Source: an optimization exercise on an open RTL-to-GDS flow (aim: small area). Production flows keep margins and buffers that such runs may drop.
At most, simulation tests tie the RTL to the original design; equivalence was not proved.
Power and IR drop assume default switching activity.

==> module iq_to_fifo_shifted, before the edit <==
module iq_to_fifo_shifted #
(
    parameter iq_width = 56
)
(
    input wire axis_aclk,
    input wire aresetn,
    input [7:0] distance,
    input s00_axis_i48_tvalid,
    input [iq_width-1 : 0] s00_axis_i48_tdata,
    input s01_axis_q48_tvalid,
    input [iq_width-1 : 0] s01_axis_q48_tdata,
    input s02_axis_i48_sub_tvalid,
    input [iq_width-1 : 0] s02_axis_i48_sub_tdata,
    input s03_axis_q48_sub_tvalid,
    input [iq_width-1 : 0] s03_axis_q48_sub_tdata,
    input s04_axis_i96_tvalid,
    input [31 : 0] s04_axis_i96_tdata,
    input s05_axis_q96_tvalid,
    input [31 : 0] s05_axis_q96_tdata,
    input wire m00_axis_tready,
    output wire [31 : 0] m00_axis_tdata,
    output wire m00_axis_tlast,
    output reg m00_axis_tvalid
);
localparam SW = 44;    
reg [SW-1:0] rx0i, rx0q, rx1i, rx1q;
reg [31:0] rts0i, rts0q, rts1i, rts1q;
reg busy;           
reg have48, have48s, have96;
reg step_96k;
wire collect = ~busy;
wire hiw = distance >= 8'd44;
wire ld0 = collect & s00_axis_i48_tvalid;
wire ld2 = collect & s02_axis_i48_sub_tvalid;
wire ld4 = collect & s04_axis_i96_tvalid & ~step_96k;
wire ld6 = collect & s04_axis_i96_tvalid & step_96k;
wire la0 = ld0 & ~hiw, lb0 = ld0 & hiw;
wire la2 = ld2 & ~hiw, lb2 = ld2 & hiw;
always @(posedge axis_aclk) begin
    rx0i <= ({SW{la0}} & s00_axis_i48_tdata[SW-1:0]) | ({SW{lb0}} & s00_axis_i48_tdata[SW+11:12]) | ({SW{~ld0}} & rx0i);
    rx0q <= ({SW{la0}} & s01_axis_q48_tdata[SW-1:0]) | ({SW{lb0}} & s01_axis_q48_tdata[SW+11:12]) | ({SW{~ld0}} & rx0q);
    rx1i <= ({SW{la2}} & s02_axis_i48_sub_tdata[SW-1:0]) | ({SW{lb2}} & s02_axis_i48_sub_tdata[SW+11:12]) | ({SW{~ld2}} & rx1i);
    rx1q <= ({SW{la2}} & s03_axis_q48_sub_tdata[SW-1:0]) | ({SW{lb2}} & s03_axis_q48_sub_tdata[SW+11:12]) | ({SW{~ld2}} & rx1q);
end
always @(posedge axis_aclk) begin
    if (ld4) begin
        rts0i <= s04_axis_i96_tdata;
        rts0q <= s05_axis_q96_tdata;
    end
    if (ld6) begin
        rts1i <= s04_axis_i96_tdata;
        rts1q <= s05_axis_q96_tdata;
    end
end
always @(posedge axis_aclk) begin
    if (aresetn == 0) begin
        busy <= 0;
        m00_axis_tvalid <= 0;
        have48 <= 0;
        have48s <= 0;
        have96 <= 0;
        step_96k <= 0;
    end else if (collect) begin
        if (s00_axis_i48_tvalid) have48 <= 1;
        if (s02_axis_i48_sub_tvalid) have48s <= 1;
        if (s04_axis_i96_tvalid) begin
            step_96k <= ~step_96k;
            if (step_96k) have96 <= 1;
        end
        if (have48 && have48s && have96) busy <= 1;
    end else if (m00_axis_tready) begin
        if (!m00_axis_tvalid)
            m00_axis_tvalid <= 1;
        else if (m00_axis_tlast) begin
            m00_axis_tvalid <= 0;
            busy <= 0;
            have48 <= 0;
            have48s <= 0;
            have96 <= 0;
        end
    end
end
reg [3:0] wsel;
reg hi;
always @(posedge axis_aclk) begin
    if (!m00_axis_tvalid) begin
        wsel <= 4'b0001;
        hi <= 1'b0;
    end else if (m00_axis_tready) begin
        wsel <= {wsel[2:0], wsel[3]};
        if (wsel[3]) hi <= ~hi;
    end
end
assign m00_axis_tlast = hi & wsel[3];
wire [SW-1:0] sel56 = ({SW{wsel[0]}} & rx0i) | ({SW{wsel[1]}} & rx0q) |
                            ({SW{wsel[2]}} & rx1i) | ({SW{wsel[3]}} & rx1q);
wire [7:0] dd = hiw ? distance - 8'd12 : distance;
reg c0, c1, c2, d0;
reg [3:0] e, f;
always @(posedge axis_aclk) begin
    c0 <= ~dd[7] & ~dd[6] & ~dd[5];
    c1 <= ~dd[7] & ~dd[6] &  dd[5];
    c2 <= ~dd[7] &  dd[6] & ~dd[5];
    e[0] <= dd[4:3] == 2'd0;
    e[1] <= dd[4:3] == 2'd1;
    e[2] <= dd[4:3] == 2'd2;
    e[3] <= dd[4:3] == 2'd3;
    f[0] <= dd[2:1] == 2'd0;
    f[1] <= dd[2:1] == 2'd1;
    f[2] <= dd[2:1] == 2'd2;
    f[3] <= dd[2:1] == 2'd3;
    d0 <= dd[0];
end
wire [127:0] p = {52'b0, sel56, 32'b0};
wire [62:0] s5 = ({63{c0}} & p[62:0]) | ({63{c1}} & p[94:32]) | ({63{c2}} & p[126:64]);
wire [38:0] s3 = ({39{e[0]}} & s5[38:0]) | ({39{e[1]}} & s5[46:8]) |
                 ({39{e[2]}} & s5[54:16]) | ({39{e[3]}} & s5[62:24]);
wire [32:0] s1 = ({33{f[0]}} & s3[32:0]) | ({33{f[1]}} & s3[34:2]) |
                 ({33{f[2]}} & s3[36:4]) | ({33{f[3]}} & s3[38:6]);
wire g0 = ~hi & ~d0;
wire g1 = ~hi &  d0;
wire [3:0] h = {4{hi}} & wsel;
assign m00_axis_tdata = ({32{g0}} & s1[31:0]) | ({32{g1}} & s1[32:1]) |
                        ({32{h[0]}} & rts0i) | ({32{h[1]}} & rts0q) |
                        ({32{h[2]}} & rts1i) | ({32{h[3]}} & rts1q);
endmodule
clock: 5.0 ns
lec_check: 0
cap_margin: 0
core_margin: 2
core_utilization: 40
setup_slack_margin: 0.1
slew_margin: 0
standard.sh (not shown) runs the stock make flow with config.mk's settings and CLKGATE_MAP_FILE= SYNTH_SCRIPT=/design/flow/synth_recipe.tcl, a recipe that flattens the netlist after the stock synthesis.
==> flow/flow/run.sh <==
#!/bin/bash
# Standard layout (the standard.sh, all steps), with three changes:
#  - synthesis maps the logic with an area-oriented ABC script (abc_area_nf.script);
#    everything else in synthesis is the standard flow's own script;
#  - the port buffers are made from the smallest buffer cell;
#  - clock tree: larger sink clusters driven by clkbuf_16, no dummy loads.
set -euo pipefail
cat standard.sh > standard_sh_copy.log
export AREA_ABC_SCRIPT="$PWD/flow/abc_area_nf.script"
export BUFFER_PORTS_ARGS="-buffer_cell sky130_fd_sc_hd__buf_1"
export CTS_ARGS="-sink_clustering_enable -repair_clock_nets -dont_use_dummy_load -sink_clustering_size 40 -sink_clustering_max_diameter 80 -buf_list sky130_fd_sc_hd__clkbuf_16"
sed "s#SYNTH_SCRIPT=[^ ]*#SYNTH_SCRIPT=$PWD/flow/synth_area.tcl#" standard.sh > standard_area.sh
grep -q "SYNTH_SCRIPT=$PWD/flow/synth_area.tcl" standard_area.sh
bash standard_area.sh > standard.log 2>&1
==> flow/flow/abc_area_nf.script <==
&get -n
&st
&dch -f
&nf -R 1000
&put
strash
dch -f
amap -F 1000 -A 1000
==> flow/flow/synth_area.tcl <==
proc synth {args} { yosys synth -nofsm -noshare {*}$args }
# Map the logic with an area-oriented ABC script instead of ORFS's speed script.
proc abc {args} {
  set i [lsearch -exact $args -script]
  if { $i >= 0 && [string match {*/abc_*.script} [lindex $args [expr {$i + 1}]]] } {
    lset args [expr {$i + 1}] $::env(AREA_ABC_SCRIPT)
  }
  yosys abc {*}$args
}
source $::env(SCRIPTS_DIR)/synth.tcl
# left out here: clear keep_hierarchy, flatten, clean up, hide names made inside functions, write 1_2_yosys.v
Then changed:
--- a/flow/design.v
+++ b/flow/design.v
@@ -92,36 +92,35 @@
         if (wsel[3]) hi <= ~hi;
     end
 end
 assign m00_axis_tlast = hi & wsel[3];
 wire [SW-1:0] sel56 = ({SW{wsel[0]}} & rx0i) | ({SW{wsel[1]}} & rx0q) |
                             ({SW{wsel[2]}} & rx1i) | ({SW{wsel[3]}} & rx1q);
-wire [7:0] dd = hiw ? distance - 8'd12 : distance;
-reg c0, c1, c2, d0;
-reg [3:0] e, f;
-always @(posedge axis_aclk) begin
-    c0 <= ~dd[7] & ~dd[6] & ~dd[5];
-    c1 <= ~dd[7] & ~dd[6] &  dd[5];
-    c2 <= ~dd[7] &  dd[6] & ~dd[5];
-    e[0] <= dd[4:3] == 2'd0;
-    e[1] <= dd[4:3] == 2'd1;
-    e[2] <= dd[4:3] == 2'd2;
-    e[3] <= dd[4:3] == 2'd3;
-    f[0] <= dd[2:1] == 2'd0;
-    f[1] <= dd[2:1] == 2'd1;
-    f[2] <= dd[2:1] == 2'd2;
-    f[3] <= dd[2:1] == 2'd3;
-    d0 <= dd[0];
-end
+reg [7:0] dd;
+always @(posedge axis_aclk)
+    dd <= hiw ? distance - 8'd12 : distance;
+wire c0 = ~dd[7] & ~dd[6] & ~dd[5];
+wire c1 = ~dd[7] & ~dd[6] &  dd[5];
+wire c2 = ~dd[7] &  dd[6] & ~dd[5];
 wire [127:0] p = {52'b0, sel56, 32'b0};
 wire [62:0] s5 = ({63{c0}} & p[62:0]) | ({63{c1}} & p[94:32]) | ({63{c2}} & p[126:64]);
+wire [3:0] e;
+assign e[0] = dd[4:3] == 2'd0;
+assign e[1] = dd[4:3] == 2'd1;
+assign e[2] = dd[4:3] == 2'd2;
+assign e[3] = dd[4:3] == 2'd3;
 wire [38:0] s3 = ({39{e[0]}} & s5[38:0]) | ({39{e[1]}} & s5[46:8]) |
                  ({39{e[2]}} & s5[54:16]) | ({39{e[3]}} & s5[62:24]);
+wire [3:0] f;
+assign f[0] = dd[2:1] == 2'd0;
+assign f[1] = dd[2:1] == 2'd1;
+assign f[2] = dd[2:1] == 2'd2;
+assign f[3] = dd[2:1] == 2'd3;
 wire [32:0] s1 = ({33{f[0]}} & s3[32:0]) | ({33{f[1]}} & s3[34:2]) |
                  ({33{f[2]}} & s3[36:4]) | ({33{f[3]}} & s3[38:6]);
-wire g0 = ~hi & ~d0;
-wire g1 = ~hi &  d0;
+wire g0 = ~hi & ~dd[0];
+wire g1 = ~hi &  dd[0];
 wire [3:0] h = {4{hi}} & wsel;
 assign m00_axis_tdata = ({32{g0}} & s1[31:0]) | ({32{g1}} & s1[32:1]) |
                         ({32{h[0]}} & rts0i) | ({32{h[1]}} & rts0q) |
                         ({32{h[2]}} & rts1i) | ({32{h[3]}} & rts1q);
 endmodule
What happened: The new run produced a clean layout; design area decreases by 0.36%; area after synthesis decreases by 0.79%; power decreases by 0.47%; cell count hardly moves; worst hold slack degrades by 0.012 ns; non-clock buffer count increases by 8; routed wire length increases by 0.80%; clock-buffer cell count stays the same.


== run 5 ==
The RTL this note starts from:
==> flow/design.v <==
module iq_to_fifo_shifted #
(
    parameter iq_width = 56
)
(
    input wire axis_aclk,
    input wire aresetn,
    input [7:0] distance,
    input s00_axis_i48_tvalid,
    input [iq_width-1 : 0] s00_axis_i48_tdata,
    input s01_axis_q48_tvalid,
    input [iq_width-1 : 0] s01_axis_q48_tdata,
    input s02_axis_i48_sub_tvalid,
    input [iq_width-1 : 0] s02_axis_i48_sub_tdata,
    input s03_axis_q48_sub_tvalid,
    input [iq_width-1 : 0] s03_axis_q48_sub_tdata,
    input s04_axis_i96_tvalid,
    input [31 : 0] s04_axis_i96_tdata,
    input s05_axis_q96_tvalid,
    input [31 : 0] s05_axis_q96_tdata,
    input wire m00_axis_tready,
    output wire [31 : 0] m00_axis_tdata,
    output wire m00_axis_tlast,
    output reg m00_axis_tvalid
);
reg [iq_width-1:0] rx0i, rx0q, rx1i, rx1q;
reg [31:0] rts0i, rts0q, rts1i, rts1q;
reg busy;           
reg have48, have48s, have96;
reg step_96k;
wire collect = ~busy;
always @(posedge axis_aclk) begin
    if (collect && s00_axis_i48_tvalid) begin
        rx0i <= s00_axis_i48_tdata;
        rx0q <= s01_axis_q48_tdata;
    end
    if (collect && s02_axis_i48_sub_tvalid) begin
        rx1i <= s02_axis_i48_sub_tdata;
        rx1q <= s03_axis_q48_sub_tdata;
    end
    if (collect && s04_axis_i96_tvalid && !step_96k) begin
        rts0i <= s04_axis_i96_tdata;
        rts0q <= s05_axis_q96_tdata;
    end
    if (collect && s04_axis_i96_tvalid && step_96k) begin
        rts1i <= s04_axis_i96_tdata;
        rts1q <= s05_axis_q96_tdata;
    end
end
always @(posedge axis_aclk) begin
    if (aresetn == 0) begin
        busy <= 0;
        m00_axis_tvalid <= 0;
        have48 <= 0;
        have48s <= 0;
        have96 <= 0;
        step_96k <= 0;
    end else if (collect) begin
        if (s00_axis_i48_tvalid) have48 <= 1;
        if (s02_axis_i48_sub_tvalid) have48s <= 1;
        if (s04_axis_i96_tvalid) begin
            step_96k <= ~step_96k;
            if (step_96k) have96 <= 1;
        end
        if (have48 && have48s && have96) busy <= 1;
    end else if (m00_axis_tready) begin
        if (!m00_axis_tvalid)
            m00_axis_tvalid <= 1;
        else if (m00_axis_tlast) begin
            m00_axis_tvalid <= 0;
            busy <= 0;
            have48 <= 0;
            have48s <= 0;
            have96 <= 0;
        end
    end
end
reg [2:0] idx;
always @(posedge axis_aclk) begin
    if (!m00_axis_tvalid)
        idx <= 3'd0;
    else if (m00_axis_tready)
        idx <= idx + 3'd1;
end
wire hi = idx[2];
wire [3:0] wsel = 4'b0001 << idx[1:0];
assign m00_axis_tlast = idx == 3'd7;
wire [iq_width-1:0] sel56 = ({iq_width{wsel[0]}} & rx0i) | ({iq_width{wsel[1]}} & rx0q) |
                            ({iq_width{wsel[2]}} & rx1i) | ({iq_width{wsel[3]}} & rx1q);
wire c0 = ~distance[7] & ~distance[6] & ~distance[5];
wire c1 = ~distance[7] & ~distance[6] &  distance[5];
wire c2 = ~distance[7] &  distance[6] & ~distance[5];
wire [127:0] p = {40'b0, sel56, 32'b0};
wire [62:0] s5 = ({63{c0}} & p[62:0]) | ({63{c1}} & p[94:32]) | ({63{c2}} & p[126:64]);
wire [3:0] e;
assign e[0] = distance[4:3] == 2'd0;
assign e[1] = distance[4:3] == 2'd1;
assign e[2] = distance[4:3] == 2'd2;
assign e[3] = distance[4:3] == 2'd3;
wire [38:0] s3 = ({39{e[0]}} & s5[38:0]) | ({39{e[1]}} & s5[46:8]) |
                 ({39{e[2]}} & s5[54:16]) | ({39{e[3]}} & s5[62:24]);
wire [3:0] f;
assign f[0] = distance[2:1] == 2'd0;
assign f[1] = distance[2:1] == 2'd1;
assign f[2] = distance[2:1] == 2'd2;
assign f[3] = distance[2:1] == 2'd3;
wire [32:0] s1 = ({33{f[0]}} & s3[32:0]) | ({33{f[1]}} & s3[34:2]) |
                 ({33{f[2]}} & s3[36:4]) | ({33{f[3]}} & s3[38:6]);
wire g0 = ~hi & ~distance[0];
wire g1 = ~hi &  distance[0];
wire [3:0] h = {4{hi}} & wsel;
assign m00_axis_tdata = ({32{g0}} & s1[31:0]) | ({32{g1}} & s1[32:1]) |
                        ({32{h[0]}} & rts0i) | ({32{h[1]}} & rts0q) |
                        ({32{h[2]}} & rts1i) | ({32{h[3]}} & rts1q);
endmodule
Settings: LEC_CHECK=0, CAP_MARGIN=0, CORE_MARGIN=2, CORE_UTILIZATION=60, SLEW_MARGIN=0; clock period 5.0 ns.
==> flow/flow/run.sh <==
#!/bin/bash
# Standard layout (the standard.sh, all steps), with three changes:
#  - synthesis maps the logic with an area-oriented ABC script (abc_area_nf.script);
#    everything else in synthesis is the standard flow's own script;
#  - the port buffers are made from the smallest buffer cell;
#  - clock tree: larger sink clusters driven by clkbuf_16, no dummy loads.
set -euo pipefail
cat standard.sh > standard_sh_copy.log
export AREA_ABC_SCRIPT="$PWD/flow/abc_area_nf.script"
export BUFFER_PORTS_ARGS="-buffer_cell sky130_fd_sc_hd__buf_1"
export CTS_ARGS="-sink_clustering_enable -repair_clock_nets -dont_use_dummy_load -sink_clustering_size 30 -sink_clustering_max_diameter 60 -buf_list sky130_fd_sc_hd__clkbuf_16"
sed "s#SYNTH_SCRIPT=[^ ]*#SYNTH_SCRIPT=$PWD/flow/synth_area.tcl#" standard.sh > standard_area.sh
grep -q "SYNTH_SCRIPT=$PWD/flow/synth_area.tcl" standard_area.sh
bash standard_area.sh > standard.log 2>&1
==> flow/flow/abc_area_nf.script <==
&get -n
&st
&dch -f
&nf -R 1000
&put
Scripts as last shown in full above: flow/flow/synth_area.tcl
Inputs modified between run 5 and run 3:
-- flow/design.v --
<<< run 5, line 76
    end
end
reg [2:0] idx;
always @(posedge axis_aclk) begin
    if (!m00_axis_tvalid)
        idx <= 3'd0;
    else if (m00_axis_tready)
        idx <= idx + 3'd1;
end
wire hi = idx[2];
wire [3:0] wsel = 4'b0001 << idx[1:0];
assign m00_axis_tlast = idx == 3'd7;
wire [iq_width-1:0] sel56 = ({iq_width{wsel[0]}} & rx0i) | ({iq_width{wsel[1]}} & rx0q) |
                            ({iq_width{wsel[2]}} & rx1i) | ({iq_width{wsel[3]}} & rx1q);
>>> run 3, line 76
    end
end
reg [3:0] wsel;
reg hi;
always @(posedge axis_aclk) begin
    if (!m00_axis_tvalid) begin
        wsel <= 4'b0001;
        hi <= 1'b0;
    end else if (m00_axis_tready) begin
        wsel <= {wsel[2:0], wsel[3]};
        if (wsel[3]) hi <= ~hi;
    end
end
assign m00_axis_tlast = hi & wsel[3];
wire [iq_width-1:0] sel56 = ({iq_width{wsel[0]}} & rx0i) | ({iq_width{wsel[1]}} & rx0q) |
                            ({iq_width{wsel[2]}} & rx1i) | ({iq_width{wsel[3]}} & rx1q);
==> comparison <==
Standard cell core area of run 3 is on par with run 5.
Comparing run 3 and run 5, the lower via count was measured on run 3.
According to the power report, total power for run 3 is lower than for run 5.
Run 3 against run 5: final hold slack now smaller; adder and majority gate portion of the synthesized area now smaller; final area now smaller; final cell count now smaller; post-layout worst setup margin now larger.
The detailed-route wire length on metal 1 of run 3 is higher than that of run 5.
Run 3 -> run 5: number of nets with antenna violations after detailed routing delta 0, exact match
Run 3 ends up with a post-synthesis to final-layout area growth that is 2.4 points lower than in run 5.
Run comparison: run 5 endpoint of the most critical setup path m00_axis_tdata[26]; run 3 endpoint of the most critical setup path m00_axis_tdata[5]
Looking at combinational fraction of design power, run 3 sits 0.4 points lower than run 5 does.
~same synthesized cell count in run 3 and run 5
The flip-flop and latch count reported for run 3 is greater than that of run 5 by 2.
The RTL of run 5 was laid out without a check of its function.

-- separate check: timing with driven ports --
How much do the figures lean on ideal ports? The routed layouts below were timed once more, with nothing changed but the port constraints. Step 1: set_driving_cell puts a clkbuf_16 on axis_aclk and a buf_2 on each other input, an assumption about the parent block. Step 2 also shifts input and output timing later by t, the mid clock arrival at the registers, as if the neighbouring blocks saw the same clock. Slacks: ideal / step 1 / step 2; pairs: ideal / step 1.
run	shift t [ns]	setup slack, ns	worst setup path at the end	worst slew at a driven data input, ns
the first run of note 1	0.556	0.232 / 0.180 / 0.737	register to output	0.07
the second run of note 1	0.547	0.242 / 0.193 / 0.740	register to output	0.09
run 5	0.557	0.121 / 0.070 / 0.289	input to output	0.08
run 3	0.566	0.177 / 0.120 / 0.120	input to output	0.07
After both steps setup and hold are still met in every run listed. The setup slack of run 3, which loses most, moves by -0.057 ns with the drivers and by -0.057 ns with both steps.
